Source: an optimization exercise on an open RTL-to-GDS flow (aim: small area). Production flows keep margins and buffers that such runs may drop.
In this exercise RTL edits were held to simulation tests only and were not proved equivalent to the original.
In every run shown here, the design's own scripts or RTL, not TritonCTS, make the clock network.
No driver is modelled on the clock port, so clock power and skew are understated where the tree is cut down; a real chip needs a root buffer or a tree.
Power and IR drop assume default switching activity.

**design/flow/config.mk**
```make
export PLATFORM = sky130hd
export DESIGN_NAME = top_wrapper
export DESIGN_NICKNAME = top_wrapper
export VERILOG_FILES = /design/flow/design.v
export SDC_FILE = /design/flow/constraint.sdc
export NUM_CORES = 4
export LEC_CHECK = 0
export CAP_MARGIN = 20
export CORE_MARGIN = 2
export CORE_UTILIZATION = 60
export SLEW_MARGIN = 20
```
**design/flow/constraint.sdc**
```tcl
create_clock -name core_clock -period 10.0 [get_ports {clk}]
set_input_delay 2.0000 -clock core_clock [delete_from_list [all_inputs] [get_ports {clk}]]
set_output_delay 2.0000 -clock core_clock [all_outputs]
set_load 0.01 [all_outputs]
```
**design/flow/design.v**
```verilog
module top_wrapper (
    input  wire       clk,
    input  wire       rst_n,
    input  wire       start_sample,
    input  wire       din1,
    output wire       cs_n,
    output wire       sclk,
    output wire       dac_sclk,
    output wire       dac_cs,
    output wire       dac_mosi,
    output wire       tx
);
  wire rst = !rst_n;
  reg  [8:0] lf;
  reg        sc;
  wire       term = (lf == 9'd364);
  wire       E    = term & !sc;
  always @(posedge clk) begin
    if (rst | term) lf <= 9'd0;
    else            lf <= {lf[7:0], ~(lf[8] ^ lf[4])};
    if (rst)        sc <= 1'b0;
    else if (term)  sc <= ~sc;
  end
  assign sclk     = sc;
  assign dac_sclk = sc;
  reg  [4:0] as;
  reg        db;                  
  wire adc_w1 = (as == 5'd17);
  wire adc_w2 = (as == 5'd18);
  wire       aset = (as == 5'd19) | (&as & !start_sample);
  wire [4:0] at   = {&as[3:0], &as[2:0], &as[1:0], as[0], 1'b1};
  always @(posedge clk) begin
    if (rst) as <= 5'd31;
    else if (E) as <= (as ^ at) | {5{aset}};
    if (E) db <= din1;
  end
  assign cs_n = as[4];
  reg [4:0] ds;
  wire       dset = (ds == 5'd16) | (ds == 5'd30 & !start_sample);
  wire [4:0] dt   = {&ds[3:0], &ds[2:0], &ds[1:0], ds[0], 1'b1};
  always @(posedge clk) begin
    if (rst) ds <= 5'd30;
    else if (E) ds <= dset ? 5'd30 : (ds ^ dt);
  end
  assign dac_cs   = ds[4];
  assign dac_mosi = !ds[4] & (ds[3] | ds[2]);
  reg [3:0] u;
  reg       pb;           
  reg       nb;           
  reg       txr;
  reg  [3:0] w;
  reg        e, f;
  wire push = (adc_w1 | adc_w2) & !f;
  wire pop  = (u == 4'd0) & !e;
  wire w0   = (w == 4'd0);
  wire w15  = (w == 4'd15);
  wire push_only = push & !pop;
  wire pop_only  = pop & !push;
  wire wu = E & push_only & !w15;
  wire wd = E & pop_only;
  wire [3:0] wt = {(wu & w[0] & w[1] & w[2]) | (wd & !w[0] & !w[1] & !w[2]),
                   (wu & w[0] & w[1])        | (wd & !w[0] & !w[1]),
                   (wu & w[0])               | (wd & !w[0]),
                   wu | wd};
  always @(posedge clk) begin
    if (rst) begin
      w <= 4'd0; e <= 1'b0; f <= 1'b0;
    end else begin
      w <= w ^ wt;
      if (E) begin
        e <= !push_only & (w0 | !start_sample);
        f <= !pop_only & (w15 | !start_sample);
      end
    end
  end
  reg  [6:0] ph;
  wire       cy  = &ph[2:0];
  wire       pp  = E & pop;
  wire       pu  = cy & !pp;
  wire       pdn = pp & !cy;
  wire [6:0] pt  = {(pu & ph[3] & ph[4] & ph[5]) | (pdn & !ph[3] & !ph[4] & !ph[5]),
                    (pu & ph[3] & ph[4])         | (pdn & !ph[3] & !ph[4]),
                    (pu & ph[3])                 | (pdn & !ph[3]),
                    pu | pdn,
                    ph[1] & ph[0], ph[0], 1'b1};
  always @(posedge clk) begin
    if (rst) ph <= 7'd0;
    else     ph <= ph ^ pt;
  end
  reg  [127:0] R;
  reg  [3:0]   hr;                            
  wire [2:0]   bi   = ph[2:0];
  wire         atw  = (ph[6:3] == w);
  wire         wlo  = atw & (as[4:3] == 2'b01) & (bi == ~as[2:0]);
  wire         whi  = atw & adc_w2 & !(w15 & pb);
  wire         rin  = wlo ? db : whi ? (!bi[2] & hr[3]) : R[127];
  wire         hin  = (as[4:2] == 3'b001 && ph[1:0] == ~as[1:0]) ? db : hr[3];
  always @(posedge clk) begin
    R  <= {R[126:0], rin};
    hr <= {hr[2:0], hin};
  end
  wire rd = !u[3] & (ph[6:3] == {4{pb}}) & (ph[2:0] == u[2:0]);
  always @(posedge clk) begin
    if (rd) nb <= R[127] & (pb | !w0);
    if (rst) begin
      u <= 4'd14; txr <= 1'b1;
    end else if (E) begin
      if (u == 4'd8) u <= 4'd14;
      else if (u != 4'd14 || !e) u <= u + 4'd1;
      txr <= u[3] | nb;
      pb  <= (u == 4'd0) ? !e : (pb & !u[3]);
    end
  end
  assign tx = txr;
endmodule
```
**design/flow/flow/run.sh**
```bash
#!/bin/bash
# Standard layout, except that the clock tree is built by flow/cts_tree.tcl
# (a root buffer and CTS_NLEAF or more group buffers, each driving the
# flip-flops of one area), and the ports are buffered with the smallest
# buffer. Each tool's output goes to standard.log and the ORFS logs.
set -euo pipefail
export PRE_CTS_TCL="$PWD/flow/cts_tree.tcl"
export CTS_NLEAF=8
export CTS_SLEW_TARGET_PS=115
export CTS_LEAF_CELL=sky130_fd_sc_hd__clkbuf_8
export CTS_ROOT_CELL=sky130_fd_sc_hd__clkbuf_16
export BUFFER_PORTS_ARGS="-inputs -outputs -buffer_cell sky130_fd_sc_hd__buf_1"
bash standard.sh > standard.log 2>&1
```
**design/flow/flow/cts_tree.tcl**
```tcl
# A small clock tree in place of TritonCTS. The clock flip-flops are split
# into groups by position (balanced k-means), each group is driven by one
# clock buffer at its centre, and one root buffer between the clock port and
# the group buffers. The number of groups starts at CTS_NLEAF and grows until
# the largest slew at a flip-flop clock pin, estimated from the placement,
# is at most CTS_SLEW_TARGET_PS.

proc cts_groups {sinks nleaf} {
  set n [llength $sinks]
  set sorted [lsort -real -index 1 [lmap s $sinks {list $s [expr {[lindex $s 1] + [lindex $s 2]}]}]]
  set cx {}; set cy {}
  for {set k 0} {$k < $nleaf} {incr k} {
    set s [lindex [lindex $sorted [expr {int(($k + 0.5) * $n / $nleaf)}]] 0]
    lappend cx [lindex $s 1]; lappend cy [lindex $s 2]
  }
  set cap [expr {int(ceil(1.0 * $n / $nleaf)) + 2}]
  for {set iter 0} {$iter < 30} {incr iter} {
    set pairs {}
    set i 0
    foreach s $sinks {
      for {set k 0} {$k < $nleaf} {incr k} {
        set d [expr {abs([lindex $s 1] - [lindex $cx $k]) + abs([lindex $s 2] - [lindex $cy $k])}]
        lappend pairs [list $d $i $k]
      }
      incr i
    }
    set pairs [lsort -real -index 0 $pairs]
    set asg [lrepeat $n -1]
    set cnt [lrepeat $nleaf 0]
    foreach p $pairs {
      lassign $p d i k
      if {[lindex $asg $i] >= 0} continue
      if {[lindex $cnt $k] >= $cap} continue
      lset asg $i $k
      lset cnt $k [expr {[lindex $cnt $k] + 1}]
    }
    set sx [lrepeat $nleaf 0.0]; set sy [lrepeat $nleaf 0.0]
    for {set i 0} {$i < $n} {incr i} {
      set k [lindex $asg $i]
      lset sx $k [expr {[lindex $sx $k] + [lindex [lindex $sinks $i] 1]}]
      lset sy $k [expr {[lindex $sy $k] + [lindex [lindex $sinks $i] 2]}]
    }
    for {set k 0} {$k < $nleaf} {incr k} {
      if {[lindex $cnt $k] > 0} {
        lset cx $k [expr {[lindex $sx $k] / [lindex $cnt $k]}]
        lset cy $k [expr {[lindex $sy $k] / [lindex $cnt $k]}]
      }
    }
  }
  return [list $asg $cx $cy $cnt]
}

proc cts_place {inst x y} {
  set m [$inst getMaster]
  $inst setLocation [expr {int($x - [$m getWidth] / 2)}] [expr {int($y - [$m getHeight] / 2)}]
  $inst setPlacementStatus PLACED
}

proc cts_build {sinks nleaf} {
  set block [ord::get_db_block]
  set db [ord::get_db]
  set clknet [$block findNet clk]
  lassign [cts_groups $sinks $nleaf] asg cx cy cnt
  puts "custom cts: $nleaf groups, sizes $cnt"
  set root [odb::dbInst_create $block [$db findMaster $::env(CTS_ROOT_CELL)] "clkbuf_root"]
  set rnet [odb::dbNet_create $block "clknet_root"]
  $rnet setSigType CLOCK
  [$root findITerm A] connect $clknet
  [$root findITerm X] connect $rnet
  set mx 0.0; set my 0.0
  for {set k 0} {$k < $nleaf} {incr k} {
    set mx [expr {$mx + [lindex $cx $k] / $nleaf}]
    set my [expr {$my + [lindex $cy $k] / $nleaf}]
  }
  cts_place $root $mx $my
  set lmaster [$db findMaster $::env(CTS_LEAF_CELL)]
  set n [llength $sinks]
  for {set k 0} {$k < $nleaf} {incr k} {
    set buf [odb::dbInst_create $block $lmaster "clkbuf_leaf_$k"]
    set net [odb::dbNet_create $block "clknet_leaf_$k"]
    $net setSigType CLOCK
    [$buf findITerm A] connect $rnet
    [$buf findITerm X] connect $net
    cts_place $buf [lindex $cx $k] [lindex $cy $k]
    for {set i 0} {$i < $n} {incr i} {
      if {[lindex $asg $i] == $k} {
        set it [lindex [lindex $sinks $i] 0]
        $it disconnect
        $it connect $net
      }
    }
  }
}

proc cts_teardown {sinks nleaf} {
  set block [ord::get_db_block]
  set clknet [$block findNet clk]
  foreach s $sinks {
    set it [lindex $s 0]
    $it disconnect
    $it connect $clknet
  }
  for {set k 0} {$k < $nleaf} {incr k} {
    odb::dbInst_destroy [$block findInst "clkbuf_leaf_$k"]
    odb::dbNet_destroy [$block findNet "clknet_leaf_$k"]
  }
  odb::dbInst_destroy [$block findInst "clkbuf_root"]
  odb::dbNet_destroy [$block findNet "clknet_root"]
}

proc cts_max_slew_ps {} {
  estimate_parasitics -placement
  set worst 0.0
  foreach pin [all_registers -clock_pins -edge_triggered] {
    foreach edge {rise fall} {
      set s [get_property $pin slew_max_$edge]
      set ps [expr {[sta::time_ui_sta $s] * 1e12}]
      if {$ps > $worst} { set worst $ps }
    }
  }
  return $worst
}

proc clock_tree_synthesis {args} {
  set block [ord::get_db_block]
  set clknet [$block findNet clk]
  set sinks {}
  foreach it [$clknet getITerms] {
    set bb [[$it getInst] getBBox]
    lappend sinks [list $it [expr {([$bb xMin] + [$bb xMax]) / 2.0}] [expr {([$bb yMin] + [$bb yMax]) / 2.0}]]
  }
  puts "custom cts: [llength $sinks] sinks"
  set_propagated_clock [all_clocks]
  set nleaf $::env(CTS_NLEAF)
  while {1} {
    cts_build $sinks $nleaf
    set slew [cts_max_slew_ps]
    puts "custom cts: $nleaf groups, estimated worst clock pin slew $slew ps"
    if {$slew <= $::env(CTS_SLEW_TARGET_PS) || $nleaf >= 40} break
    cts_teardown $sinks $nleaf
    incr nleaf
  }
  $clknet setSigType CLOCK
}
```
**design/flow/standard.sh**
```bash
#!/bin/bash
# synth_recipe.tcl (not shown) runs the flow's synth.tcl, then flattens the netlist and writes it again
# the make line also repeats each setting of config.mk as NAME=value (left out here)
make -C /OpenROAD-flow-scripts/flow DESIGN_CONFIG=/design/flow/config.mk WORK_HOME=/design/flow/orfs CLKGATE_MAP_FILE= SYNTH_SCRIPT=/design/flow/synth_recipe.tcl "${@:-finish}"
```
==> summary.txt, run 1 <==
outcome finished clean; max-slew headroom at the worst pin between 40% and 50%; syn avg cell area between 10 and 15 sq um; core occupancy in the finished layout approximately two thirds; met3 capacity usage during global routing under 10%; PortBufs 9; Global Route Usage Sum between 10 and 15%; Clk pin slew, worst setup/hold paths about 0.10 ns; Max Cap Violations 0; diodes inserted 0; hold buffer count at cts 0; fin area between 5000 and 6000 sq um; pin slew with the least headroom to its limit roughly 0.8 ns; Register-to-Register Path Depth 8; RSZ-0062 raised after global routing false; area enclosed by the die boundary roughly 9000 sq um; GRT Residual Overflow 0; global-route wire length before repair approximately 11000 um; area occupied by multi-input gates 1196 sq um; Synth top area share between 70 and 80%; number of standard cells in the final layout excluding fillers between 400 and 500; initial antenna violation count 0; via count of the routed design roughly 2.4k; synthesis-stage register bit count 173; clock insertion delay at the later pin of the skew report ~0.35 ns; critical path's slowest cell sky130_fd_sc_hd__buf_1; Layout Nets 406; Iteration-0 DRC Markers 60; top_reg_cell synth sky130_fd_sc_hd__dfxtp_1; static leakage power around 2.1 nW; cells taking the most area after synthesis sky130_fd_sc_hd__dfxtp_1, sky130_fd_sc_hd__ha_1, sky130_fd_sc_hd__xor2_1, sky130_fd_sc_hd__nand2_1, sky130_fd_sc_hd__edfxtp_1; global-route track usage on met1 24.93%; GR met2 Demand/Resource around a fifth; Worst setup EP type flop; floorplan core area ~7700 sq um; remaining antenna violation count 0; max-slew violation count 0; Hold Vio Cnt, Final 0; share of layout cells above drive strength 1 5.469%; Worst Setup Path Type in2reg; # Post-CTS Setup Buffers 0; number of search-and-repair iterations in the first detailed-routing pass 4; Final period util between 30% and 40%; vias in the first global route between 2k and 2.5k; # IOs 10; power density cells about 200 nW/um^2; Worst Skew between 0.02 and 0.025 ns; warnings from Yosys 1; number of vias per cell after detailed routing between 4 and 5; Synth async-reset ratio 0%; peak ir drop on the vdd network approximately 0.00017 V; most frequent cell after synthesis sky130_fd_sc_hd__dfxtp_1; Register Area between 3000 and 4000 sq um; cell type with the largest total area after synthesis sky130_fd_sc_hd__dfxtp_1; Mapped Area ~4800 sq um; dpl cells approximately 480; count of fill cells added during filler insertion 601; maximum fanout count along the critical path 23; global placement routability congestion roughly 0.77; commonest cells in the synthesized netlist sky130_fd_sc_hd__dfxtp_1, sky130_fd_sc_hd__nand2_1, sky130_fd_sc_hd__nor2_1, sky130_fd_sc_hd__ha_1, sky130_fd_sc_hd__inv_1; Synth cell types 48; net count after synthesis 396; number of remaining DRC errors 0; # rows 32; layout overhead on the synthesized area 5.543%; final worst setup slack 6.573 ns; post-DP HPWL between 3000 and 4000 um; Worst Path Arrival 3.65 ns; Slowest Stage Delay on Critical Path slightly below 0.6 ns; class of the tightest hold or removal check reg2reg; count of cells along the worst hold path 0; proportion of synthesized chip area in sequential cells between 70% and 80%; placement-stage worst setup slack 6.131 ns; Avg WL per Cell 12.88 um; EDFF count, synth 3; startpoint type of the worst setup path primary input; final period demand of the worst path between 3 and 4 ns; endpoints failing setup 0; # resized after CTS 0; maximum number of pins on one net before global-route repair 24; number of instances in the synthesized netlist approximately 380; initial cell density of the core 62.22%; Max Clock Freq slightly below 0.3 GHz; worst endpoint required time 10.22 ns; most congested layer reported by global routing met1; die width approximately 94 um; critical path, cell by cell buf_1 -> inv_1 -> a21oi_1 -> o211ai_1; floorplan die height roughly 94 um; Post-Place Cell Area 4912 sq um; Final Routed Wirelength 6259 um; setup TNS after final layout 0 ns
## metal layers
metal | part of all wire, % | wire [um]
met1 | 54 | 3402
met2 | 40 | 2497
met3 | 3.6 | 227
met4 | 2.1 | 132
met5 | 0 | 0
## path summary, 6_finish.rpt
check / startpoint / to / slack (ns)
max: rst_n / as[1] / 6.57
max reg2reg: lf[2] / ph[5] / 7.37
min: R[111] / R[112] / 0.32
min reg2reg: R[111] / R[112] / 0.32
## worst max-delay path: cells and delay by family
kind	cells	cell delay, ns
buffers and inverters	2	1.06
AO/OA/AOI/OAI	2	0.58
## layout make-up
cell class,instances,share of cell area (%)
sequential,173,68.84
multi-input combinational,176,23.57
buffer,11,3.205
tap,102,2.515
inverter,15,1.208
timing repair buffer,9,0.6657
## through the flow
step                hold slack, ns  power [mW]
finish                      0.3241      0.9909
global route                0.3306       1.025
CTS                         0.3239       1.001
detailed placement          0.3121      0.7183
global placement            0.3111      0.7181
floorplan                   0.3096      0.7157
## power by group
group / internal (mW) / switching, mW / total (mW)
logic: 0.00346 / 0.00441 / 0.00787
clock network: 0.109 / 0.180 / 0.289
registers: 0.692 / 0.00205 / 0.694
total: 0.805 / 0.186 / 0.991
## registers in the layout, indices dropped and copies added (netlist names)
name,flops
R,128
lf,9
ph,7
as,5
ds,5
hr,4
u,4
w,4
db,1
e,1
f,1
nb,1
pb,1
sc,1
txr,1
## layout by cell type, fill, tap and decap left out, types with 2 or more instances in the layout
| cell type | netlist | routed |
|---|---|---|
| sky130_fd_sc_hd__a21oi_1 | 11 | 11 |
| sky130_fd_sc_hd__and2_1 | 6 | 6 |
| sky130_fd_sc_hd__and3_1 | 9 | 9 |
| sky130_fd_sc_hd__buf_1 | 0 | 9 |
| sky130_fd_sc_hd__clkbuf_8 | 0 | 10 |
| sky130_fd_sc_hd__dfxtp_1 | 170 | 170 |
| sky130_fd_sc_hd__edfxtp_1 | 3 | 3 |
| sky130_fd_sc_hd__ha_1 | 16 | 16 |
| sky130_fd_sc_hd__inv_1 | 14 | 14 |
| sky130_fd_sc_hd__mux2_2 | 3 | 3 |
| sky130_fd_sc_hd__mux2i_1 | 4 | 4 |
| sky130_fd_sc_hd__nand2_1 | 25 | 25 |
| sky130_fd_sc_hd__nand2b_1 | 3 | 3 |
| sky130_fd_sc_hd__nand3_1 | 9 | 9 |
| sky130_fd_sc_hd__nand4_1 | 6 | 6 |
| sky130_fd_sc_hd__nor2_1 | 17 | 17 |
| sky130_fd_sc_hd__nor2b_1 | 2 | 2 |
| sky130_fd_sc_hd__nor3_1 | 6 | 6 |
| sky130_fd_sc_hd__nor3b_1 | 3 | 3 |
| sky130_fd_sc_hd__o21ai_0 | 8 | 8 |
| sky130_fd_sc_hd__o22ai_1 | 4 | 4 |
| sky130_fd_sc_hd__or3_1 | 2 | 2 |
| sky130_fd_sc_hd__or4b_1 | 2 | 2 |
| sky130_fd_sc_hd__xnor2_1 | 8 | 8 |
| sky130_fd_sc_hd__xor2_1 | 11 | 11 |
## cell families (layout without fill, tap and decap cells)
logic type      count (synthesis)  in the layout  synth area share, %
flops                         173            173                72.65
simple gates                   99             99                11.11
compound gates                 35             35                4.606
buf+inv                        27             35                2.472
xor+xnor                       19             19                3.461
fa+ha+maj                      16             16                4.163
mux                             7              7                1.535
==> run 2, diff against run 1 <==
--- a/design/flow/config.mk
+++ b/design/flow/config.mk
@@ -7,5 +7,5 @@
 export LEC_CHECK = 0
 export CAP_MARGIN = 20
 export CORE_MARGIN = 2
-export CORE_UTILIZATION = 60
+export CORE_UTILIZATION = 70
 export SLEW_MARGIN = 20
==> summary.txt, run 2 <==
setup TNS after final layout 0 ns (unchanged); critical path's slowest cell sky130_fd_sc_hd__buf_1 (unchanged); # IOs 10 (unchanged); via count of the routed design 2476 (was 2394); # resized after CTS 0 (unchanged); commonest cells in the synthesized netlist sky130_fd_sc_hd__dfxtp_1, sky130_fd_sc_hd__nand2_1, sky130_fd_sc_hd__nor2_1, sky130_fd_sc_hd__ha_1, sky130_fd_sc_hd__inv_1 (unchanged); cells taking the most area after synthesis sky130_fd_sc_hd__dfxtp_1, sky130_fd_sc_hd__ha_1, sky130_fd_sc_hd__xor2_1, sky130_fd_sc_hd__nand2_1, sky130_fd_sc_hd__edfxtp_1 (unchanged); vias in the first global route 2328 (was 2121); floorplan core area 6719 sq um (was 7727 sq um); Max Clock Freq 0.2809 GHz (was 0.2918 GHz); Hold Vio Cnt, Final 0 (unchanged); crit path from rst_n (unchanged); Critical Path End as[1] (unchanged); top register by number of flip-flops R (unchanged); Layout Nets 406 (unchanged); Post-Place Cell Area 4885 sq um (was 4912 sq um); cell type with the largest total area after synthesis sky130_fd_sc_hd__dfxtp_1 (unchanged); die width 86.88 um (was 93.52 um); number of search-and-repair iterations in the first detailed-routing pass 5 (was 4); class of the tightest hold or removal check reg2reg (unchanged); flip-flop count of the largest register after layout 128 (unchanged); share of layout cells above drive strength 1 5.469% (unchanged); area occupied by multi-input gates 1196 sq um (unchanged); power density cells 196.8 nW/um^2 (was 195.3 nW/um^2); clock insertion delay at the later pin of the skew report 0.35 ns (about the same); maximum number of pins on one net before global-route repair 24 (unchanged); count of fill cells added during filler insertion 397 (was 601); Worst Skew 0.04020 ns (was 0.02080 ns); post-route worst hold slack 0.3277 ns (was 0.3241 ns); Iteration-0 DRC Markers 117 (was 60); global-route wire length before repair 11520 um (was 10670 um); GRT Residual Overflow 0 (unchanged); Final Routed Wirelength 7023 um (was 6259 um); EDFF count, synth 3 (unchanged); Reg-to-Reg Start lf[2] (unchanged); Final period util 35.60% (was 34.27%); Global Route Usage Sum 19.05% (was 14.95%); leading cell type in the layout, fill and taps excluded sky130_fd_sc_hd__dfxtp_1 (unchanged); initial cell density of the core 71.56% (was 62.22%); most frequent cell after synthesis sky130_fd_sc_hd__dfxtp_1 (unchanged); Register Area 3493 sq um (unchanged); Synth top area share 70.78% (unchanged); commonest cells after routing, fill and taps aside sky130_fd_sc_hd__dfxtp_1, sky130_fd_sc_hd__nand2_1, sky130_fd_sc_hd__nor2_1 (unchanged); Worst Path Arrival 3.74 ns (was 3.65 ns); area enclosed by the die boundary 7548 sq um (was 8746 sq um); Critical R2R Capture ph[5] (unchanged); layout overhead on the synthesized area 4.970% (was 5.543%); number of vias per cell after detailed routing 5.336 (was 4.926); startpoint type of the worst setup path primary input (unchanged); Avg WL per Cell 15.14 um (was 12.88 um); number of instances in the synthesized netlist 376 (unchanged); RSZ-0062 raised after global routing false (unchanged); Register-to-Register Path Depth 8 (unchanged); critical path depth in cells 4 (unchanged); Worst Setup Path Type in2reg (unchanged); Synth cell types 48 (unchanged); warnings from Yosys 1 (unchanged); max-slew violation count 0 (unchanged); pin slew with the least headroom to its limit 0.8716 ns (was 0.7965 ns); post-DP HPWL 4327 um (was 3985 um); sum of buffers and inverters on the critical path 2 (unchanged); maximum fanout count along the critical path 23 (unchanged); number of remaining DRC errors 0 (unchanged); synthesis-stage register bit count 173 (unchanged); syn avg cell area 12.79 sq um (unchanged); net count after synthesis 396 (unchanged); Slowest Stage Delay on Critical Path 0.64 ns (was 0.58 ns); Synth async-reset ratio 0% (unchanged); top_reg_cell synth sky130_fd_sc_hd__dfxtp_1 (unchanged); endpoints failing setup 0 (unchanged); fin area 5047 sq um (was 5075 sq um); Worst setup EP type flop (unchanged); Clk pin slew, worst setup/hold paths 0.11 ns (was 0.10 ns); proportion of synthesized chip area in sequential cells 72.65% (unchanged); static leakage power 2.056 nW (unchanged); final period demand of the worst path 3.560 ns (was 3.427 ns); peak ir drop on the vdd network 0.0001816 V (was 0.0001749 V); PortBufs 9 (unchanged); worst endpoint required time 10.18 ns (was 10.22 ns); critical path, cell by cell buf_1 -> inv_1 -> a21oi_1 -> o211ai_1 (unchanged); delay-heaviest family, CP buffers and inverters (unchanged); global placement routability congestion 0.7876 (was 0.7746); max-slew headroom at the worst pin 41.89% (was 46.90%); # rows 30 (was 32); Mapped Area 4808 sq um (unchanged); worst-case register-to-register setup slack 7.37 ns (about the same); remaining antenna violation count 0 (unchanged); Max Cap Violations 0 (unchanged); # Post-CTS Setup Buffers 0 (unchanged); floorplan die height 86.88 um (was 93.52 um); initial antenna violation count 0 (unchanged); outcome finished clean (unchanged); diodes inserted 0 (unchanged); hold buffer count at cts 0 (unchanged); largest registers in the final layout R x128, lf x9, ph x7 (unchanged)
## run 2: cell counts after synthesis
No cell type changed its count.
## run 2: cells by family after synthesis
logic type,after synthesis,synth area share (%)
fa+ha+maj,16,4.163
xor+xnor,19,3.461
simple gates,99,11.11
flops,173,72.65
mux,7,1.535
compound gates,35,4.606
buf+inv,27,2.472
## run 2: routing by layer
| layer | wire (um) | share of wire (%) | up-vias | track usage, % |
|---|---|---|---|---|
| met4 | 184 | 2.6 | 0 | 5.540 |
| met1 | 3487 | 50 | 1159 | 28.51 |
| met5 | 0 | 0 | - | 0 |
| li1 | - | - | 1254 | - |
| met2 | 3070 | 44 | 46 | 28.73 |
| met3 | 279 | 4.0 | 17 | 3.318 |
## run 2: final cells by class
type	instances	area share (%)
buffer	11	3.223
inverter	15	1.215
tap	80	1.983
multi-input combinational	176	23.70
sequential	173	69.21
timing repair buffer	9	0.6693
## run 2: per-stage QoR
step	util (%)	setup slack (ns)	total power, mW	std cells
after global placement	72.70	6.263	0.7181	453
after global routing	75.12	6.291	1.027	464
after floorplan	-	7.104	0.7157	376
final	75.12	6.440	0.9935	464
after detailed placement	72.70	6.193	0.7186	453
after CTS	75.12	6.512	1.001	464
## run 2: worst min-delay path by stage
stage / from / to / slack [ns] / cells past startpoint
3_3_place_gp: R[92] / R[93] / 0.31 / 0
2_1_floorplan: R[99] / R[100] / 0.31 / 0
5_1_grt: R[28] / R[29] / 0.33 / 0
4_1_cts: R[28] / R[29] / 0.33 / 0
3_5_place_dp: R[49] / R[50] / 0.31 / 0
6_report: R[28] / R[29] / 0.33 / 0
## run 2: power by group
| group | internal, mW | switching (mW) | total, mW |
|---|---|---|---|
| logic | 0.00359 | 0.00491 | 0.00850 |
| clock network | 0.109 | 0.182 | 0.291 |
| registers | 0.692 | 0.00226 | 0.694 |
| total | 0.805 | 0.189 | 0.994 |
## run 2: worst register-to-register path, delay by kind of cell, from the launching register on
family                   cells  cell delay (ns)
AO/OA/AOI/OAI                1             0.14
XOR/XNOR                     1             0.15
adder cells (fa/ha/maj)      1             0.22
flip-flops                   1             0.34
AND/OR/NAND/NOR              5             1.68
==> run 3, diff against run 2 <==
--- a/design/flow/flow/run.sh
+++ b/design/flow/flow/run.sh
@@ -8,6 +8,6 @@
 export CTS_NLEAF=8
 export CTS_SLEW_TARGET_PS=115
 export CTS_LEAF_CELL=sky130_fd_sc_hd__clkbuf_8
-export CTS_ROOT_CELL=sky130_fd_sc_hd__clkbuf_16
+export CTS_ROOT_CELL=sky130_fd_sc_hd__clkbuf_4
 export BUFFER_PORTS_ARGS="-inputs -outputs -buffer_cell sky130_fd_sc_hd__buf_1"
 bash standard.sh > standard.log 2>&1
==> summary.txt, run 3 <==
Avg WL per Cell 14.65 um (was 15.14 um); share of layout cells above drive strength 1 5.469% (unchanged); Layout Nets 406 (unchanged); outcome finished clean (unchanged); critical path's slowest cell sky130_fd_sc_hd__buf_1 (unchanged); Register-to-Register Path Depth 8 (unchanged); initial cell density of the core 71.56% (unchanged); final period demand of the worst path 3.372 ns (was 3.560 ns); number of vias per cell after detailed routing 5.300 (was 5.336); RSZ-0062 raised after global routing false (unchanged); delay-heaviest family, CP buffers and inverters (unchanged); remaining antenna violation count 0 (unchanged); hold buffer count at cts 0 (unchanged); static leakage power 2.049 nW (was 2.056 nW); number of instances in the synthesized netlist 376 (unchanged); warnings from Yosys 1 (unchanged); Critical Path End as[1] (unchanged); critical path, cell by cell buf_1 -> inv_1 -> a21oi_1 -> o211ai_1 (unchanged); number of remaining DRC errors 0 (unchanged); number of search-and-repair iterations in the first detailed-routing pass 4 (was 5); maximum fanout count along the critical path 23 (unchanged); startpoint type of the worst setup path primary input (unchanged); proportion of synthesized chip area in sequential cells 72.65% (unchanged); floorplan core area 6719 sq um (unchanged); PortBufs 9 (unchanged); Worst Path Arrival 3.70 ns (was 3.74 ns); max-slew violation count 0 (unchanged); crit path from rst_n (unchanged); Synth top area share 70.78% (unchanged); global placement routability congestion 0.7876 (unchanged); cells taking the most area after synthesis sky130_fd_sc_hd__dfxtp_1, sky130_fd_sc_hd__ha_1, sky130_fd_sc_hd__xor2_1, sky130_fd_sc_hd__nand2_1, sky130_fd_sc_hd__edfxtp_1 (unchanged); Worst Setup Path Type in2reg (unchanged); largest registers in the final layout R x128, lf x9, ph x7 (unchanged); worst endpoint required time 10.33 ns (was 10.18 ns); setup TNS after final layout 0 ns (unchanged); # resized after CTS 0 (unchanged); class of the tightest hold or removal check reg2reg (unchanged); via count of the routed design 2459 (was 2476); net count after synthesis 396 (unchanged); critical path depth in cells 4 (unchanged); Final Routed Wirelength 6797 um (was 7023 um); Max Cap Violations 0 (unchanged); Synth cell types 48 (unchanged); count of fill cells added during filler insertion 418 (was 397); cell type with the largest total area after synthesis sky130_fd_sc_hd__dfxtp_1 (unchanged); maximum number of pins on one net before global-route repair 24 (unchanged); Global Route Usage Sum 18.29% (was 19.05%); commonest cells in the synthesized netlist sky130_fd_sc_hd__dfxtp_1, sky130_fd_sc_hd__nand2_1, sky130_fd_sc_hd__nor2_1, sky130_fd_sc_hd__ha_1, sky130_fd_sc_hd__inv_1 (unchanged); worst-case register-to-register setup slack 7.38 ns (was 7.37 ns); most frequent cell after synthesis sky130_fd_sc_hd__dfxtp_1 (unchanged); layout overhead on the synthesized area 4.606% (was 4.970%); global-route wire length before repair 11120 um (was 11520 um); Mapped Area 4808 sq um (unchanged); post-DP HPWL 4327 um (unchanged); commonest cells after routing, fill and taps aside sky130_fd_sc_hd__dfxtp_1, sky130_fd_sc_hd__nand2_1, sky130_fd_sc_hd__nor2_1 (unchanged); Critical R2R Capture ph[5] (unchanged); # Post-CTS Setup Buffers 0 (unchanged); final worst setup slack 6.628 ns (was 6.440 ns); # IOs 10 (unchanged); power density cells 194.3 nW/um^2 (was 196.8 nW/um^2); placement-stage worst setup slack 6.193 ns (unchanged); Iteration-0 DRC Markers 90 (was 117); area enclosed by the die boundary 7548 sq um (unchanged); Hold Vio Cnt, Final 0 (unchanged); top register by number of flip-flops R (unchanged); pin slew with the least headroom to its limit 0.8465 ns (was 0.8716 ns); Worst setup EP type flop (unchanged); Clk pin slew, worst setup/hold paths 0.11 ns (about the same); Worst Skew 0.03963 ns (was 0.04020 ns); diodes inserted 0 (unchanged); syn avg cell area 12.79 sq um (unchanged); synthesis-stage register bit count 173 (unchanged); endpoints failing setup 0 (unchanged); Synth async-reset ratio 0% (unchanged); max-slew headroom at the worst pin 43.57% (was 41.89%); core occupancy in the finished layout 74.86% (was 75.12%); EDFF count, synth 3 (unchanged); floorplan die height 86.88 um (unchanged); GRT Residual Overflow 0 (unchanged); initial antenna violation count 0 (unchanged); peak ir drop on the vdd network 0.0001622 V (was 0.0001816 V); Final period util 33.72% (was 35.60%); Slowest Stage Delay on Critical Path 0.62 ns (was 0.64 ns); # rows 30 (unchanged); clock insertion delay at the later pin of the skew report 0.50 ns (was 0.35 ns); Reg-to-Reg Start lf[2] (unchanged); top_reg_cell synth sky130_fd_sc_hd__dfxtp_1 (unchanged); vias in the first global route 2282 (was 2328); leading cell type in the layout, fill and taps excluded sky130_fd_sc_hd__dfxtp_1 (unchanged); Max Clock Freq 0.2965 GHz (was 0.2809 GHz); flip-flop count of the largest register after layout 128 (unchanged); sum of buffers and inverters on the critical path 2 (unchanged); die width 86.88 um (unchanged)
## run 3: cell counts after synthesis
No cell type changed its count.
## run 3: cell type report
type                    instances  area, sq um  share of cell area (%)
multi-input cells             176         1196                   23.78
inverters                      15        61.31                   1.219
repair buffers                  9        33.78                  0.6716
plain buffers                  11        145.1                   2.886
well taps                      80        100.1                   1.990
flip-flops and latches        173         3493                   69.45
## run 3: cells by family after synthesis
family	after synthesis	share of synthesized area (%)
fa+ha+maj	16	4.163
simple gates	99	11.11
buf+inv	27	2.472
mux	7	1.535
flops	173	72.65
compound gates	35	4.606
xor+xnor	19	3.461
## run 3: worst register-to-register path: cells and delay by family (launching register included)
kind	cells	cell delay, ns
xor gates and xnor gates	1	0.15
and+or+nand+nor	5	1.66
AOI/OAI and AO/OA	1	0.14
DFF	1	0.34
adders and majority gates	1	0.22
## run 3: routing by layer
layer	routed length, um	global-route usage [%]
met1	3391	26.95
met5	0	0
met3	281	3.128
met4	211	5.114
met2	2913	28.17
## run 3: where the power goes
part           internal (mW)  total (mW)  switching [mW]
sequential             0.692       0.694         0.00222
combinational        0.00356     0.00834         0.00478
clock                 0.0935       0.275           0.181
## run 3: through the flow
stage | cell area, sq um | power (mW) | instances | hold slack [ns]
2_1_floorplan | 4808 | 0.7157 | 376 | 0.3096
3_3_place_gp | 4885 | 0.7181 | 453 | 0.3110
3_5_place_dp | 4885 | 0.7186 | 453 | 0.3121
4_1_cts | 5030 | 0.9821 | 464 | 0.3329
5_1_grt | 5030 | 1.006 | 464 | 0.3323
6_report | 5030 | 0.9773 | 464 | 0.3242
## run 3: worst min-delay path by stage
stage | startpoint | endpoint | slack [ns] | cells after the start
CTS | R[28] | R[29] | 0.33 | 0
detailed placement | R[49] | R[50] | 0.31 | 0
finish | R[28] | R[29] | 0.32 | 0
global placement | R[92] | R[93] | 0.31 | 0
floorplan | R[99] | R[100] | 0.31 | 0
global route | R[28] | R[29] | 0.33 | 0
==> run 4, diff against run 3 <==
--- a/design/flow/flow/run.sh
+++ b/design/flow/flow/run.sh
@@ -8,6 +8,6 @@
 export CTS_NLEAF=8
 export CTS_SLEW_TARGET_PS=115
 export CTS_LEAF_CELL=sky130_fd_sc_hd__clkbuf_8
-export CTS_ROOT_CELL=sky130_fd_sc_hd__clkbuf_4
+export CTS_ROOT_CELL=sky130_fd_sc_hd__clkbuf_8
 export BUFFER_PORTS_ARGS="-inputs -outputs -buffer_cell sky130_fd_sc_hd__buf_1"
 bash standard.sh > standard.log 2>&1
==> summary.txt, run 4 <==
initial cell density of the core 71.56% (unchanged); cell type with the largest total area after synthesis sky130_fd_sc_hd__dfxtp_1 (unchanged); setup TNS after final layout 0 ns (unchanged); global placement routability congestion 0.7876 (unchanged); Clk pin slew, worst setup/hold paths 0.10 ns (was 0.11 ns); class of the tightest hold or removal check reg2reg (unchanged); Mapped Area 4808 sq um (unchanged); initial antenna violation count 0 (unchanged); worst endpoint required time 10.23 ns (was 10.33 ns); startpoint type of the worst setup path primary input (unchanged); Synth top area share 70.78% (unchanged); floorplan core area 6719 sq um (unchanged); outcome finished clean (unchanged); number of search-and-repair iterations in the first detailed-routing pass 4 (unchanged); flip-flop count of the largest register after layout 128 (unchanged); # rows 30 (unchanged); Avg WL per Cell 14.70 um (was 14.65 um); Final period util 34.72% (was 33.72%); proportion of synthesized chip area in sequential cells 72.65% (unchanged); placement-stage worst setup slack 6.193 ns (unchanged); via count of the routed design 2465 (was 2459); power density cells 195.5 nW/um^2 (was 194.3 nW/um^2); core occupancy in the finished layout 74.95% (was 74.86%); clock insertion delay at the later pin of the skew report 0.40 ns (was 0.50 ns); P_int 795.2 uW (was 789.2 uW); peak ir drop on the vdd network 0.0001713 V (was 0.0001622 V); hold buffer count at cts 0 (unchanged); Worst Skew 0.04010 ns (was 0.03963 ns); number of instances in the synthesized netlist 376 (unchanged); leading cell type in the layout, fill and taps excluded sky130_fd_sc_hd__dfxtp_1 (unchanged); layout overhead on the synthesized area 4.736% (was 4.606%); Worst setup EP type flop (unchanged); # IOs 10 (unchanged); top register by number of flip-flops R (unchanged); die width 86.88 um (unchanged); cells taking the most area after synthesis sky130_fd_sc_hd__dfxtp_1, sky130_fd_sc_hd__ha_1, sky130_fd_sc_hd__xor2_1, sky130_fd_sc_hd__nand2_1, sky130_fd_sc_hd__edfxtp_1 (unchanged); static leakage power 2.051 nW (was 2.049 nW); number of vias per cell after detailed routing 5.313 (was 5.300); sequential cell fraction of total power 70.5% (was 71.0%); overall power after layout 984.3 uW (was 977.3 uW); part of the total power dissipated in combinational logic 0.8% (was 0.9%); Iteration-0 DRC Markers 97 (was 90); RSZ-0062 raised after global routing false (unchanged); max-slew violation count 0 (unchanged); area enclosed by the die boundary 7548 sq um (unchanged); net count after synthesis 396 (unchanged); GRT Residual Overflow 0 (unchanged); EDFF count, synth 3 (unchanged); Max Clock Freq 0.2880 GHz (was 0.2965 GHz); Hold Vio Cnt, Final 0 (unchanged); syn avg cell area 12.79 sq um (unchanged); Layout Nets 406 (unchanged); global-route wire length before repair 11210 um (was 11120 um); post-DP HPWL 4327 um (unchanged); commonest cells in the synthesized netlist sky130_fd_sc_hd__dfxtp_1, sky130_fd_sc_hd__nand2_1, sky130_fd_sc_hd__nor2_1, sky130_fd_sc_hd__ha_1, sky130_fd_sc_hd__inv_1 (unchanged); endpoints failing setup 0 (unchanged); # Post-CTS Setup Buffers 0 (unchanged); final worst setup slack 6.528 ns (was 6.628 ns); commonest cells after routing, fill and taps aside sky130_fd_sc_hd__dfxtp_1, sky130_fd_sc_hd__nand2_1, sky130_fd_sc_hd__nor2_1 (unchanged); final period demand of the worst path 3.472 ns (was 3.372 ns); pin slew with the least headroom to its limit 0.8389 ns (was 0.8465 ns); Synth cell types 48 (unchanged); count of fill cells added during filler insertion 417 (was 418); warnings from Yosys 1 (unchanged); net switching power figure 189.2 uW (was 188.1 uW); Max Cap Violations 0 (unchanged); diodes inserted 0 (unchanged); synthesis-stage register bit count 173 (unchanged); maximum number of pins on one net before global-route repair 24 (unchanged); switching portion of total power 19.22% (was 19.25%); Worst Path Arrival 3.70 ns (about the same); Global Route Usage Sum 18.42% (was 18.29%); top_reg_cell synth sky130_fd_sc_hd__dfxtp_1 (unchanged); maximum fanout count along the critical path 23 (unchanged); remaining antenna violation count 0 (unchanged); max-slew headroom at the worst pin 44.07% (was 43.57%); largest registers in the final layout R x128, lf x9, ph x7 (unchanged); Final Routed Wirelength 6820 um (was 6797 um); floorplan die height 86.88 um (unchanged); Worst Setup Path Type in2reg (unchanged); vias in the first global route 2296 (was 2282); share of layout cells above drive strength 1 5.469% (unchanged); proportion of power drawn by the clock network 28.6% (was 28.1%); # resized after CTS 0 (unchanged); Synth async-reset ratio 0% (unchanged); most frequent cell after synthesis sky130_fd_sc_hd__dfxtp_1 (unchanged); PortBufs 9 (unchanged); number of remaining DRC errors 0 (unchanged)
-- run 4: cell counts after synthesis --
No cell type changed its count.
-- run 4: worst max-delay path: stages --
cell and delay, ns:
sky130_fd_sc_hd__buf_1 0.61, sky130_fd_sc_hd__inv_1 0.51, sky130_fd_sc_hd__a21oi_1 0.43, sky130_fd_sc_hd__o211ai_1 0.14
-- run 4: metrics by stage --
step,instance area [sq um],hold WS [ns],std cells
after CTS,5036,0.3326,464
after global placement,4885,0.3110,453
final,5036,0.3257,464
after floorplan,4808,0.3096,376
after detailed placement,4885,0.3121,453
after global routing,5036,0.3320,464
-- run 4: cells by family (layout without fill, tap and decap cells) --
group | after synthesis | after routing | share of synthesized area, %
flops | 173 | 173 | 72.65
simple gates | 99 | 99 | 11.11
compound gates | 35 | 35 | 4.606
buf+inv | 27 | 35 | 2.472
xor+xnor | 19 | 19 | 3.461
fa+ha+maj | 16 | 16 | 4.163
mux | 7 | 7 | 1.535
-- run 4: final timing paths --
path / end / slack, ns / depth (start not counted) / startpoint
max: as[1] / 6.53 / 4 / rst_n
max reg2reg: ph[5] / 7.38 / 8 / lf[2]
min reg2reg: R[29] / 0.33 / 0 / R[28]
min: R[29] / 0.33 / 0 / R[28]
-- run 4: metal layers --
metal	vias to the layer above	track usage, %	share of wire (%)
met2	49	28.52	44
met3	15	2.654	3.9
met4	0	4.830	2.4
met5	-	0	0
li1	1258	-	-
met1	1143	27.49	49
-- run 4: power by group through the flow --
stage / clock network, mW / registers (mW) / logic [mW]
floorplan: 0 / 0.709 / 0.00625
global placement: 0 / 0.710 / 0.00789
detailed placement: 0 / 0.710 / 0.00830
CTS: 0.287 / 0.694 / 0.00837
global route: 0.309 / 0.695 / 0.00937
finish: 0.282 / 0.694 / 0.00833
-- run 4: cell type report --
| cell class | count | area [sq um] | share of cell area, % |
|---|---|---|---|
| repair buffers | 9 | 33.78 | 0.6708 |
| flip-flops and latches | 173 | 3493 | 69.37 |
| inverters | 15 | 61.31 | 1.217 |
| well taps | 80 | 100.1 | 1.988 |
| plain buffers | 11 | 151.4 | 3.006 |
| multi-input cells | 176 | 1196 | 23.75 |
==> run 5, diff against run 4 <==
--- a/design/flow/flow/run.sh
+++ b/design/flow/flow/run.sh
@@ -8,6 +8,6 @@
 export CTS_NLEAF=8
 export CTS_SLEW_TARGET_PS=115
 export CTS_LEAF_CELL=sky130_fd_sc_hd__clkbuf_8
-export CTS_ROOT_CELL=sky130_fd_sc_hd__clkbuf_8
+export CTS_ROOT_CELL=sky130_fd_sc_hd__clkbuf_1
 export BUFFER_PORTS_ARGS="-inputs -outputs -buffer_cell sky130_fd_sc_hd__buf_1"
 bash standard.sh > standard.log 2>&1
==> summary.txt, run 5 <==
outcome finished clean (unchanged); synthesis-stage register bit count 173 (unchanged); Worst Path Arrival 1.87 ns (was 3.70 ns); Worst Skew 0.01319 ns (was 0.04010 ns); initial cell density of the core 71.56% (unchanged); cell type with the largest total area after synthesis sky130_fd_sc_hd__dfxtp_1 (unchanged); EDFF count, synth 3 (unchanged); commonest cells in the synthesized netlist sky130_fd_sc_hd__dfxtp_1, sky130_fd_sc_hd__nand2_1, sky130_fd_sc_hd__nor2_1, sky130_fd_sc_hd__ha_1, sky130_fd_sc_hd__inv_1 (unchanged); floorplan core area 6719 sq um (unchanged); area enclosed by the die boundary 7548 sq um (unchanged); Iteration-0 DRC Markers 94 (was 97); Max Cap Violations 0 (unchanged); number of search-and-repair iterations in the first detailed-routing pass 4 (unchanged); number of remaining DRC errors 0 (unchanged); max-slew violation count 0 (unchanged); Max Clock Freq 0.2585 GHz (was 0.2880 GHz); placement-stage worst setup slack 6.193 ns (unchanged); share of layout cells above drive strength 1 5.943% (was 5.469%); RSZ-0062 raised after global routing false (unchanged); worst endpoint required time 8.00 ns (was 10.23 ns); maximum number of pins on one net before global-route repair 24 (unchanged); top_reg_cell synth sky130_fd_sc_hd__dfxtp_1 (unchanged); initial antenna violation count 0 (unchanged); Synth top area share 70.78% (unchanged); largest registers in the final layout R x128, lf x9, ph x7 (unchanged); Synth async-reset ratio 0% (unchanged); via count of the routed design 2486 (was 2465); Final Routed Wirelength 6744 um (was 6820 um); Layout Nets 409 (was 406); pin slew with the least headroom to its limit 1.092 ns (was 0.8389 ns); number of standard cells in the final layout excluding fillers 467 (was 464); die width 86.88 um (unchanged); Post-Place Cell Area 4885 sq um (unchanged); Register Area 3493 sq um (unchanged); Hold Vio Cnt, Final 0 (unchanged); fin area 5067 sq um (was 5036 sq um); post-DP HPWL 4327 um (unchanged); commonest cells after routing, fill and taps aside sky130_fd_sc_hd__dfxtp_1, sky130_fd_sc_hd__nand2_1, sky130_fd_sc_hd__nor2_1 (unchanged); # rows 30 (unchanged); # Post-CTS Setup Buffers 0 (unchanged); global-route wire length before repair 11100 um (was 11210 um); maximum fanout count along the critical path 6 (was 23); static leakage power 2.067 nW (was 2.051 nW); Final period util 38.68% (was 34.72%); global placement routability congestion 0.7876 (unchanged); area occupied by multi-input gates 1196 sq um (unchanged); dpl cells 453 (unchanged); top register by number of flip-flops R (unchanged); floorplan die height 86.88 um (unchanged); warnings from Yosys 1 (unchanged); Global Route Usage Sum 18.16% (was 18.42%); count of fill cells added during filler insertion 416 (was 417); Worst setup EP type primary output (was flop); flip-flop count of the largest register after layout 128 (unchanged); endpoints failing setup 0 (unchanged); syn avg cell area 12.79 sq um (unchanged); post-route worst hold slack 0.3256 ns (was 0.3257 ns); startpoint type of the worst setup path flop (was primary input); # resized after CTS 0 (unchanged); diodes inserted 0 (unchanged); cells taking the most area after synthesis sky130_fd_sc_hd__dfxtp_1, sky130_fd_sc_hd__ha_1, sky130_fd_sc_hd__xor2_1, sky130_fd_sc_hd__nand2_1, sky130_fd_sc_hd__edfxtp_1 (unchanged); setup TNS after final layout 0 ns (unchanged); Worst Setup Path Type reg2out (was in2reg); power density cells 198.1 nW/um^2 (was 195.5 nW/um^2); hold buffer count at cts 0 (unchanged); layout overhead on the synthesized area 5.386% (was 4.736%); number of vias per cell after detailed routing 5.323 (was 5.313); most frequent cell after synthesis sky130_fd_sc_hd__dfxtp_1 (unchanged); Avg WL per Cell 14.44 um (was 14.70 um); peak ir drop on the vdd network 0.0001674 V (was 0.0001713 V); GRT Residual Overflow 0 (unchanged); class of the tightest hold or removal check reg2reg (unchanged); final worst setup slack 6.132 ns (was 6.528 ns); max-slew headroom at the worst pin 27.17% (was 44.07%); final period demand of the worst path 3.868 ns (was 3.472 ns); clock insertion delay at the later pin of the skew report 1.14 ns (was 0.40 ns); # IOs 10 (unchanged); Mapped Area 4808 sq um (unchanged); leading cell type in the layout, fill and taps excluded sky130_fd_sc_hd__dfxtp_1 (unchanged); proportion of synthesized chip area in sequential cells 72.65% (unchanged); net count after synthesis 396 (unchanged); number of instances in the synthesized netlist 376 (unchanged); PortBufs 9 (unchanged); vias in the first global route 2329 (was 2296); remaining antenna violation count 0 (unchanged); Synth cell types 48 (unchanged); Clk pin slew, worst setup/hold paths 0.10 ns (about the same)
==> run 5: cell counts after synthesis <==
No cell type changed its count.
==> run 5: through the flow <==
step | utilization (%) | total power [mW]
2_1_floorplan | - | 0.7157
6_report | 75.42 | 1.004
3_3_place_gp | 72.70 | 0.7181
5_1_grt | 75.42 | 1.034
4_1_cts | 75.42 | 1.010
3_5_place_dp | 72.70 | 0.7186
==> run 5: final cells by class <==
| cell class | count | area share [%] |
|---|---|---|
| buffer | 14 | 3.605 |
| multi-input combinational | 176 | 23.60 |
| inverter | 15 | 1.210 |
| tap | 80 | 1.975 |
| sequential | 173 | 68.94 |
| timing repair buffer | 9 | 0.6667 |
==> run 5: worst max-delay path, stage by stage (launching register included) <==
cell	delay, ns
sky130_fd_sc_hd__dfxtp_1	0.43
sky130_fd_sc_hd__nor2_1	0.07
sky130_fd_sc_hd__nor2_1	0.08
sky130_fd_sc_hd__buf_1	0.15
==> run 5: final timing paths <==
check / from / end / slack [ns] / cells past startpoint
max reg2reg: lf[2] / ph[5] / 7.37 / 8
min reg2reg: R[124] / R[125] / 0.33 / 0
max: ds[2] / dac_mosi / 6.13 / 3
min: R[124] / R[125] / 0.33 / 0
==> run 5: cell families (layout without fill, tap and decap cells) <==
group / after synthesis / count (layout) / synth area share, %
AND/OR/NAND/NOR: 99 / 99 / 11.11
XOR/XNOR: 19 / 19 / 3.461
adder cells (fa/ha/maj): 16 / 16 / 4.163
flip-flops: 173 / 173 / 72.65
buffers and inverters: 27 / 38 / 2.472
AO/OA/AOI/OAI: 35 / 35 / 4.606
multiplexers: 7 / 7 / 1.535
==> run 5: where the power goes <==
part	internal, mW	switching, mW	total, mW
clock	0.117	0.184	0.301
sequential	0.692	0.00224	0.694
combinational	0.00355	0.00475	0.00830
==> run 5: layer usage <==
layer | vias up | routed length, um | global-route usage [%]
met2 | 50 | 2895 | 28.66
met5 | - | 0 | 0
met4 | 0 | 233 | 5.540
li1 | 1266 | - | -
met1 | 1146 | 3323 | 26.24
met3 | 24 | 291 | 2.654
==> run 6, diff against run 5 <==
--- a/design/flow/flow/run.sh
+++ b/design/flow/flow/run.sh
@@ -7,7 +7,7 @@
 export PRE_CTS_TCL="$PWD/flow/cts_tree.tcl"
 export CTS_NLEAF=8
 export CTS_SLEW_TARGET_PS=115
-export CTS_LEAF_CELL=sky130_fd_sc_hd__clkbuf_8
-export CTS_ROOT_CELL=sky130_fd_sc_hd__clkbuf_1
+export CTS_LEAF_CELL=sky130_fd_sc_hd__buf_6
+export CTS_ROOT_CELL=sky130_fd_sc_hd__clkbuf_4
 export BUFFER_PORTS_ARGS="-inputs -outputs -buffer_cell sky130_fd_sc_hd__buf_1"
 bash standard.sh > standard.log 2>&1
==> summary.txt, run 6 <==
worst endpoint required time 10.35 ns (was 8.00 ns); worst-case register-to-register setup slack 7.32 ns (was 7.37 ns); peak ir drop on the vdd network 0.0001635 V (was 0.0001674 V); startpoint type of the worst setup path primary input (was flop); Max Clock Freq 0.2983 GHz (was 0.2585 GHz); max-slew headroom at the worst pin 43.24% (was 27.17%); setup TNS after final layout 0 ns (unchanged); Final period util 33.53% (was 38.68%); critical path, cell by cell buf_1 -> inv_1 -> a21oi_1 -> o211ai_1 (was nor2_1 -> nor2_1 -> buf_1); critical path depth in cells 4 (was 3); diodes inserted 0 (unchanged); initial cell density of the core 71.56% (unchanged); maximum number of pins on one net before global-route repair 24 (unchanged); Final Routed Wirelength 6771 um (was 6744 um); # Post-CTS Setup Buffers 0 (unchanged); hold buffer count at cts 0 (unchanged); flip-flop count of the largest register after layout 128 (unchanged); global-route wire length before repair 11210 um (was 11100 um); endpoints failing setup 0 (unchanged); post-DP HPWL 4327 um (unchanged); layout overhead on the synthesized area 4.320% (was 5.386%); Synth cell types 48 (unchanged); Synth async-reset ratio 0% (unchanged); vias in the first global route 2318 (was 2329); outcome finished clean (unchanged); die width 86.88 um (unchanged); Mapped Area 4808 sq um (unchanged); Worst Setup Path Type in2reg (was reg2out); crit path from rst_n (was ds[2]); sum of buffers and inverters on the critical path 2 (was 1); Worst Path Arrival 3.70 ns (was 1.87 ns); Clk pin slew, worst setup/hold paths 0.10 ns (about the same); most frequent cell after synthesis sky130_fd_sc_hd__dfxtp_1 (unchanged); overall power after layout 976.2 uW (was 1.004 mW); # rows 30 (unchanged); # resized after CTS 0 (unchanged); Worst Skew 0.04078 ns (was 0.01319 ns); Global Route Usage Sum 18.41% (was 18.16%); net count after synthesis 396 (unchanged); initial antenna violation count 0 (unchanged); # IOs 10 (unchanged); top_reg_cell synth sky130_fd_sc_hd__dfxtp_1 (unchanged); Layout Nets 407 (was 409); class of the tightest hold or removal check reg2reg (unchanged); pin slew with the least headroom to its limit 0.8514 ns (was 1.092 ns); area enclosed by the die boundary 7548 sq um (unchanged); PortBufs 9 (unchanged); floorplan die height 86.88 um (unchanged); post-route worst hold slack 0.3094 ns (was 0.3256 ns); dpl cells 453 (unchanged); RSZ-0062 raised after global routing false (unchanged); count of fill cells added during filler insertion 420 (was 416); Worst setup EP type flop (was primary output); top register by number of flip-flops R (unchanged); number of instances in the synthesized netlist 376 (unchanged); proportion of synthesized chip area in sequential cells 72.65% (unchanged); floorplan core area 6719 sq um (unchanged); EDFF count, synth 3 (unchanged); static leakage power 2.043 nW (was 2.067 nW); commonest cells after routing, fill and taps aside sky130_fd_sc_hd__dfxtp_1, sky130_fd_sc_hd__nand2_1, sky130_fd_sc_hd__nor2_1 (unchanged); Iteration-0 DRC Markers 95 (was 94); Hold Vio Cnt, Final 0 (unchanged); global placement routability congestion 0.7876 (unchanged); Reg-to-Reg Start lf[2] (unchanged); Register-to-Register Path Depth 8 (unchanged); Synth top area share 70.78% (unchanged); cell type with the largest total area after synthesis sky130_fd_sc_hd__dfxtp_1 (unchanged); power density cells 194.6 nW/um^2 (was 198.1 nW/um^2); final period demand of the worst path 3.353 ns (was 3.868 ns); synthesis-stage register bit count 173 (unchanged); largest registers in the final layout R x128, lf x9, ph x7 (unchanged); syn avg cell area 12.79 sq um (unchanged); Critical Path End as[1] (was dac_mosi); remaining antenna violation count 0 (unchanged); number of vias per cell after detailed routing 5.346 (was 5.323); via count of the routed design 2486 (unchanged); cells taking the most area after synthesis sky130_fd_sc_hd__dfxtp_1, sky130_fd_sc_hd__ha_1, sky130_fd_sc_hd__xor2_1, sky130_fd_sc_hd__nand2_1, sky130_fd_sc_hd__edfxtp_1 (unchanged); clock insertion delay at the later pin of the skew report 0.49 ns (was 1.14 ns); share of layout cells above drive strength 1 5.714% (was 5.943%); final worst setup slack 6.647 ns (was 6.132 ns); number of standard cells in the final layout excluding fillers 465 (was 467); Slowest Stage Delay on Critical Path 0.62 ns (was 0.43 ns); critical path's slowest cell sky130_fd_sc_hd__buf_1 (was sky130_fd_sc_hd__dfxtp_1); commonest cells in the synthesized netlist sky130_fd_sc_hd__dfxtp_1, sky130_fd_sc_hd__nand2_1, sky130_fd_sc_hd__nor2_1, sky130_fd_sc_hd__ha_1, sky130_fd_sc_hd__inv_1 (unchanged); warnings from Yosys 1 (unchanged); Avg WL per Cell 14.56 um (was 14.44 um); leading cell type in the layout, fill and taps excluded sky130_fd_sc_hd__dfxtp_1 (unchanged); GRT Residual Overflow 0 (unchanged); maximum fanout count along the critical path 23 (was 6); number of search-and-repair iterations in the first detailed-routing pass 4 (unchanged); Critical R2R Capture ph[5] (unchanged); number of remaining DRC errors 0 (unchanged); placement-stage worst setup slack 6.193 ns (unchanged); max-slew violation count 0 (unchanged); delay-heaviest family, CP buffers and inverters (was flip-flops); Max Cap Violations 0 (unchanged)
## run 6: layer usage
layer / up-vias / wire [um] / GRT usage, %
li1: 1265 / - / -
met1: 1148 / 3344 / 26.94
met2: 53 / 2965 / 28.94
met3: 20 / 306 / 2.559
met4: 0 / 155 / 5.256
met5: - / 0 / 0
## run 6: kinds of logic after synthesis
kind of cell	after synthesis	synth area share [%]
flip-flops	173	72.65
multiplexers	7	1.535
AND/OR/NAND/NOR	99	11.11
XOR/XNOR	19	3.461
buffers and inverters	27	2.472
adder cells (fa/ha/maj)	16	4.163
AO/OA/AOI/OAI	35	4.606
## run 6: area by class of cell
cell class	count	area (sq um)	area share, %
Buffer	12	131.4	2.619
Inverter	15	61.31	1.222
Multi-Input combinational cell	176	1196	23.85
Sequential cell	173	3493	69.64
Tap cell	80	100.1	1.996
Timing Repair Buffer	9	33.78	0.6735
## run 6: how the worst min path moves through the flow
stage | cells after the start | end | start | slack [ns]
after CTS | 0 | R[5] | R[4] | 0.31
after global placement | 0 | R[93] | R[92] | 0.31
after detailed placement | 0 | R[50] | R[49] | 0.31
after global routing | 0 | R[5] | R[4] | 0.31
after floorplan | 0 | R[100] | R[99] | 0.31
final | 0 | R[5] | R[4] | 0.31
## run 6: metrics by stage
stage	cell area (sq um)	utilization (%)
after floorplan	4808	-
after global placement	4885	72.70
after detailed placement	4885	72.70
after CTS	5016	74.66
after global routing	5016	74.66
final	5016	74.66
## run 6: power by group
part	internal, mW	switching [mW]	total (mW)
registers	0.692	0.00226	0.694
logic	0.00355	0.00477	0.00833
clock network	0.0885	0.185	0.273
total	0.784	0.192	0.976
==> run 7, diff against run 6 <==
--- a/design/flow/config.mk
+++ b/design/flow/config.mk
@@ -7,5 +7,5 @@
 export LEC_CHECK = 0
 export CAP_MARGIN = 20
 export CORE_MARGIN = 2
-export CORE_UTILIZATION = 70
+export CORE_UTILIZATION = 60
 export SLEW_MARGIN = 20
==> summary.txt, run 7 <==
outcome finished clean (unchanged); fin area 5044 sq um (was 5016 sq um); number of instances in the synthesized netlist 376 (unchanged); class of the tightest hold or removal check reg2reg (unchanged); RSZ-0062 raised after global routing false (unchanged); pin slew with the least headroom to its limit 0.7883 ns (was 0.8514 ns); warnings from Yosys 1 (unchanged); commonest cells in the synthesized netlist sky130_fd_sc_hd__dfxtp_1, sky130_fd_sc_hd__nand2_1, sky130_fd_sc_hd__nor2_1, sky130_fd_sc_hd__ha_1, sky130_fd_sc_hd__inv_1 (unchanged); number of vias per cell after detailed routing 4.943 (was 5.346); flip-flop count of the largest register after layout 128 (unchanged); number of search-and-repair iterations in the first detailed-routing pass 4 (unchanged); setup TNS after final layout 0 ns (unchanged); commonest cells after routing, fill and taps aside sky130_fd_sc_hd__dfxtp_1, sky130_fd_sc_hd__nand2_1, sky130_fd_sc_hd__nor2_1 (unchanged); area enclosed by the die boundary 8746 sq um (was 7548 sq um); post-DP HPWL 3985 um (was 4327 um); top_reg_cell synth sky130_fd_sc_hd__dfxtp_1 (unchanged); Avg WL per Cell 12.83 um (was 14.56 um); Worst Skew 0.02281 ns (was 0.04078 ns); floorplan die height 93.52 um (was 86.88 um); # rows 32 (was 30); top register by number of flip-flops R (unchanged); remaining antenna violation count 0 (unchanged); peak ir drop on the vdd network 0.0001727 V (was 0.0001635 V); cells taking the most area after synthesis sky130_fd_sc_hd__dfxtp_1, sky130_fd_sc_hd__ha_1, sky130_fd_sc_hd__xor2_1, sky130_fd_sc_hd__nand2_1, sky130_fd_sc_hd__edfxtp_1 (unchanged); net count after synthesis 396 (unchanged); Worst Setup Path Type in2reg (unchanged); Max Clock Freq 0.3024 GHz (was 0.2983 GHz); global-route wire length before repair 10840 um (was 11210 um); Max Cap Violations 0 (unchanged); static leakage power 2.043 nW (unchanged); # resized after CTS 0 (unchanged); Hold Vio Cnt, Final 0 (unchanged); PortBufs 9 (unchanged); proportion of synthesized chip area in sequential cells 72.65% (unchanged); Worst Path Arrival 3.64 ns (was 3.70 ns); Layout Nets 407 (unchanged); crit path from rst_n (unchanged); final period demand of the worst path 3.307 ns (was 3.353 ns); endpoints failing setup 0 (unchanged); global placement routability congestion 0.7746 (was 0.7876); largest registers in the final layout R x128, lf x9, ph x7 (unchanged); maximum number of pins on one net before global-route repair 24 (unchanged); Reg-to-Reg Start lf[2] (unchanged); Post-Place Cell Area 4912 sq um (was 4885 sq um); share of layout cells above drive strength 1 5.714% (unchanged); power density cells 193.0 nW/um^2 (was 194.6 nW/um^2); floorplan core area 7727 sq um (was 6719 sq um); Synth cell types 48 (unchanged); # Post-CTS Setup Buffers 0 (unchanged); syn avg cell area 12.79 sq um (unchanged); max-slew violation count 0 (unchanged); hold buffer count at cts 0 (unchanged); Mapped Area 4808 sq um (unchanged); startpoint type of the worst setup path primary input (unchanged); EDFF count, synth 3 (unchanged); startpoint of the most critical hold path R[119] (was R[4]); GRT Residual Overflow 0 (unchanged); maximum fanout count along the critical path 23 (unchanged); Clk pin slew, worst setup/hold paths 0.10 ns (about the same); cell type with the largest total area after synthesis sky130_fd_sc_hd__dfxtp_1 (unchanged); final worst setup slack 6.693 ns (was 6.647 ns); layout overhead on the synthesized area 4.892% (was 4.320%); initial antenna violation count 0 (unchanged); placement-stage worst setup slack 6.131 ns (was 6.193 ns); Worst setup EP type flop (unchanged); Final Routed Wirelength 6250 um (was 6771 um); Global Route Usage Sum 15.20% (was 18.41%); number of remaining DRC errors 0 (unchanged); worst endpoint required time 10.33 ns (was 10.35 ns); die width 93.52 um (was 86.88 um); initial cell density of the core 62.22% (was 71.56%); vias in the first global route 2150 (was 2318); leading cell type in the layout, fill and taps excluded sky130_fd_sc_hd__dfxtp_1 (unchanged); synthesis-stage register bit count 173 (unchanged); via count of the routed design 2407 (was 2486); clock insertion delay at the later pin of the skew report 0.48 ns (was 0.49 ns); Synth async-reset ratio 0% (unchanged); max-slew headroom at the worst pin 47.45% (was 43.24%); diodes inserted 0 (unchanged); Iteration-0 DRC Markers 66 (was 95); Final period util 33.07% (was 33.53%); most frequent cell after synthesis sky130_fd_sc_hd__dfxtp_1 (unchanged); Synth top area share 70.78% (unchanged); # IOs 10 (unchanged)
[run 7: cell counts in the layout (fill, tap and decap cells not counted)]
No cell type changed its count.
[run 7: through the flow]
step	instances	hold WS (ns)	power (mW)	util, %
after floorplan	376	0.3096	0.7157	-
after global placement	475	0.3111	0.7181	63.57
after detailed placement	475	0.3121	0.7183	63.57
after CTS	487	0.3228	0.9847	65.27
after global routing	487	0.3270	1.011	65.27
final	487	0.3156	0.9732	65.27
[run 7: routing by layer]
metal	wire length (um)	track usage, %	part of all wire, %	vias to the layer above
li1	-	-	-	1259
met1	3397	25.39	54	1121
met2	2540	21.10	41	13
met3	117	1.289	1.9	14
met4	195	3.799	3.1	0
met5	0	0	0	-
[run 7: kinds of logic (layout without fill, tap and decap cells)]
kind of cell / after synthesis / count (layout) / share of synthesized area [%]
flops: 173 / 173 / 72.65
simple gates: 99 / 99 / 11.11
compound gates: 35 / 35 / 4.606
buf+inv: 27 / 36 / 2.472
xor+xnor: 19 / 19 / 3.461
fa+ha+maj: 16 / 16 / 4.163
mux: 7 / 7 / 1.535
[run 7: critical path, cell delays in order]
cell and delay, ns:
sky130_fd_sc_hd__buf_1 0.58, sky130_fd_sc_hd__inv_1 0.48, sky130_fd_sc_hd__a21oi_1 0.43, sky130_fd_sc_hd__o211ai_1 0.15
[run 7: path summary, 6_finish.rpt]
kind,slack [ns],endpoint,depth (start not counted)
max reg2reg,7.35,ph[5],8
min reg2reg,0.32,R[120],0
max,6.69,as[1],4
min,0.32,R[120],0
[run 7: area by class of cell]
cell class / instances / area [sq um]
Sequential cell: 173 / 3493
Buffer: 12 / 131.4
Tap cell: 102 / 127.6
Fill cell: 596 / 2684
Inverter: 15 / 61.31
Multi-Input combinational cell: 176 / 1196
Timing Repair Buffer: 9 / 33.78
[run 7: power by group]
group | total, mW | switching, mW | internal (mW)
Clock | 0.271 | 0.183 | 0.0885
Combinational | 0.00786 | 0.00440 | 0.00346
Sequential | 0.694 | 0.00205 | 0.692

==> what the ideal ports hide <==
How much do the figures lean on ideal ports? The routed layouts below were timed once more, with nothing changed but the port constraints.
Step 1 sets driving cells, clkbuf_16 on the clock port and buf_2 on the other inputs (assumed; they add their load-dependent delay and slew).
Step 2 adds t to the input delays and takes it off the output delays; t is the mean of the earliest and latest rising clock arrival at the registers after step 1. Input paths then give back, and output paths get back, about the clock's delay inside the block.
a / b / c = no drivers / after step 1 / after step 2; a / b = the first two.
run	t (ns)	slack for setup (ns)	worst setup path at the end	worst register clock-pin slew, ns	worst slew at a driven data input, ns
run 1	0.371	6.573 / 6.579 / 6.208	input to register	0.11 / 0.11	0.03
run 2	0.368	6.440 / 6.447 / 6.079	input to register	0.11 / 0.11	0.03
run 3	0.513	6.628 / 6.630 / 6.117	input to register	0.11 / 0.11	0.03
run 4	0.409	6.528 / 6.529 / 6.119	input to register	0.11 / 0.11	0.03
run 5	1.166	6.132 / 6.102 / 6.171	input to register	0.10 / 0.10	0.03
run 6	0.498	6.647 / 6.648 / 6.149	input to register	0.11 / 0.11	0.03
run 7	0.499	6.693 / 6.692 / 6.193	input to register	0.11 / 0.11	0.03
After both steps every run listed still meets setup and hold. The setup slack of run 3, which loses most, moves by +0.002 ns with the drivers and by -0.511 ns with both steps.
